From an optimization exercise on the open Yosys and OpenROAD flow, aimed at small area, a short achievable clock period and few clock cycles; shortcuts taken in it are not production practice.
Only simulation tests tie the RTL to the original design; equivalence was not proved.
No activity file was given, so power comes from the tool's default toggle rates.

==> run Y <==
==> flow/design.v (excerpt) <==
module Core(
	input						clk,
	input						rst,
	input						debug_core,
	input						debug_next_inst,
	input			[15:0]	data_from_ram,
	input			[15:0]	mouse_x,
	input			[15:0]	mouse_y,
	input						x_overflow,
	input						y_overflow,
	input						data_ready,
	input						left_click,
	input						right_click,
	output reg	[14:0]	ram_address,
	output		[15:0]	data_to_ram,
	output reg				web
	);
export LEC_CHECK = 0
export ABC_AREA = 1
export CAP_MARGIN = 20
export CORE_MARGIN = 2
export CORE_UTILIZATION = 40
export PLACE_DENSITY = 0.6
export SETUP_SLACK_MARGIN = 4.2
export SLEW_MARGIN = 20
create_clock -name core_clock -period 7.0 [get_ports {clk}]
run.sh (not shown) runs the stock make flow with config.mk's settings and CLKGATE_MAP_FILE= SYNTH_SCRIPT=/design/flow/synth_recipe.tcl, a recipe that flattens the netlist after the stock synthesis.
==> inputs of run Z, as changes to run Y <==
Settings changed: CORE_UTILIZATION 40 to 55, CTS_CLUSTER_DIAMETER from default to 100, CTS_CLUSTER_SIZE from default to 25, PLACE_DENSITY 0.6 to 0.7, SETUP_SLACK_MARGIN 4.2 to 4.5, TNS_END_PERCENT from default to 0.
==> inputs of run B, as changes to run Y <==
Settings changed: CORE_UTILIZATION 40 to 50, CTS_CLUSTER_DIAMETER from default to 100, CTS_CLUSTER_SIZE from default to 25, PLACE_DENSITY 0.6 to 0.65, SETUP_SLACK_MARGIN 4.2 to 4.5, TNS_END_PERCENT from default to 0.
==> summary.txt <==
Power
  • Comb pwr: 3600 uW
  • Switching Share: 38.2%
  • Logic pwr share: 33.3%

Final layout
  • Layout Nets: 4721
  • Sequential share of cell area: 43.1%
  • Multi-input combinational area share: 39.9%

Timing
  • Achievable frequency: 304 MHz
  • Final worst slack: 3.71 ns

Critical path
  • CP Depth: 15
  • CP Cell Sequence: buf_4, nand2_1, nor2_2, nand2_1, buf_6, clkinvlp_4, buf_4, nand2_1, o211ai_1, a211oi_2, nand4_1, nand3_1, nand3_1, nand3_1, nand2_1
  • Reg-to-Reg End: ram_address[3]$_SDFF_PP0_

Placed design
  • Routability cong.: 1.12
  • Post-DP HPWL: 120 mm

Outcome
  • Outcome: complete, no violations

Global routing
  • First-pass GRT wire length: 246 mm
  • GR Util met3: 23.5%
  • Vias in the first global route: 34000

Clock network
  • # resized after CTS: 365

Detailed routing
  • Routed Wire Length: 179 mm
(the above is from run Z)
==> summary.txt <==
Power
  • Switching Share: 36.6%

Final layout
  • Multi-input combinational area share: 38.5%
  • Sequential share of cell area: 36.8%

Timing
  • Final worst slack: 3.74 ns

Global routing
  • First-pass GRT wire length: 256 mm

Outcome
  • Outcome: complete, no violations

Critical path
  • Reg-to-Reg End: ram_address[10]$_SDFF_PP0_
  • CP Depth: 17
  • CP Cell Sequence: buf_6, inv_8, nor2_4, nand2_2, clkinvlp_4, nand2_2, nand2_2, a21oi_2, nand2_2, nor2_4, nand4_1, nand3_2, nand3_2, nand2_1, inv_1, nand2_1, nand2_1

Detailed routing
  • Routed Wire Length: 194 mm
(the above is from run Y)
==> summary.txt <==
Outcome
  • Outcome: complete, no violations

Critical path
  • Reg-to-Reg End: ram_address[2]$_SDFF_PP0_
  • CP Cell Sequence: buf_4, buf_12, nor2_8, nand3_4, buf_4, inv_1, a21oi_1, o2111ai_1, nor2_1, nand2_1, nand3_1, nand2_1, nand2_1, nand2_1, nand2_1, a21oi_1
  • CP Depth: 16

Final layout
  • Sequential share of cell area: 43.4%
  • Layout Nets: 4710
  • Multi-input combinational area share: 39.5%

Power
  • Logic pwr share: 32.5%
  • Switching Share: 38.0%
  • Comb pwr: 3460 uW

Timing
  • Achievable frequency: 302 MHz
  • Final worst slack: 3.68 ns

Placed design
  • Routability cong.: 1.09
  • Post-DP HPWL: 120 mm

Global routing
  • GR Util met3: 17.3%
  • First-pass GRT wire length: 244 mm

Detailed routing
  • Routed Wire Length: 176 mm
(the above is from run B)
Testbench counts of run Y, summed over its fixed seeds: cycles 56,511.
Testbench counts of run Z, summed over its fixed seeds: cycles 56,511.
Testbench counts of run B, summed over its fixed seeds: cycles 56,511.

static timing again, ports no longer ideal:
The flow's constraints put no driver on any port. The routed layouts listed below were extracted and timed again, unchanged, in two steps.
Step 1, drivers: a clkbuf_16 drives clk and a buf_2 each remaining input, both assumed.
Step 2, shift: input delay + t, output delay - t, t = (earliest + latest rising clock arrival at the registers) / 2. This alone moves slack from input paths to output paths.
Three values: no drivers, after step 1, after step 2; two values: the first two.
run | t (ns) | setup WS [ns] | worst slew at a driven data input, ns
run Y | 0.710 | 3.745 / 3.745 / 3.334 | 0.05
run Z | 0.679 | 3.709 / 3.709 / 3.272 | 0.05
run B | 0.677 | 3.685 / 3.685 / 3.253 | 0.06
After both steps every run listed still meets setup and hold. The setup slack of run Z, which loses most, moves by 0.000 ns with the drivers and by -0.437 ns with both steps.
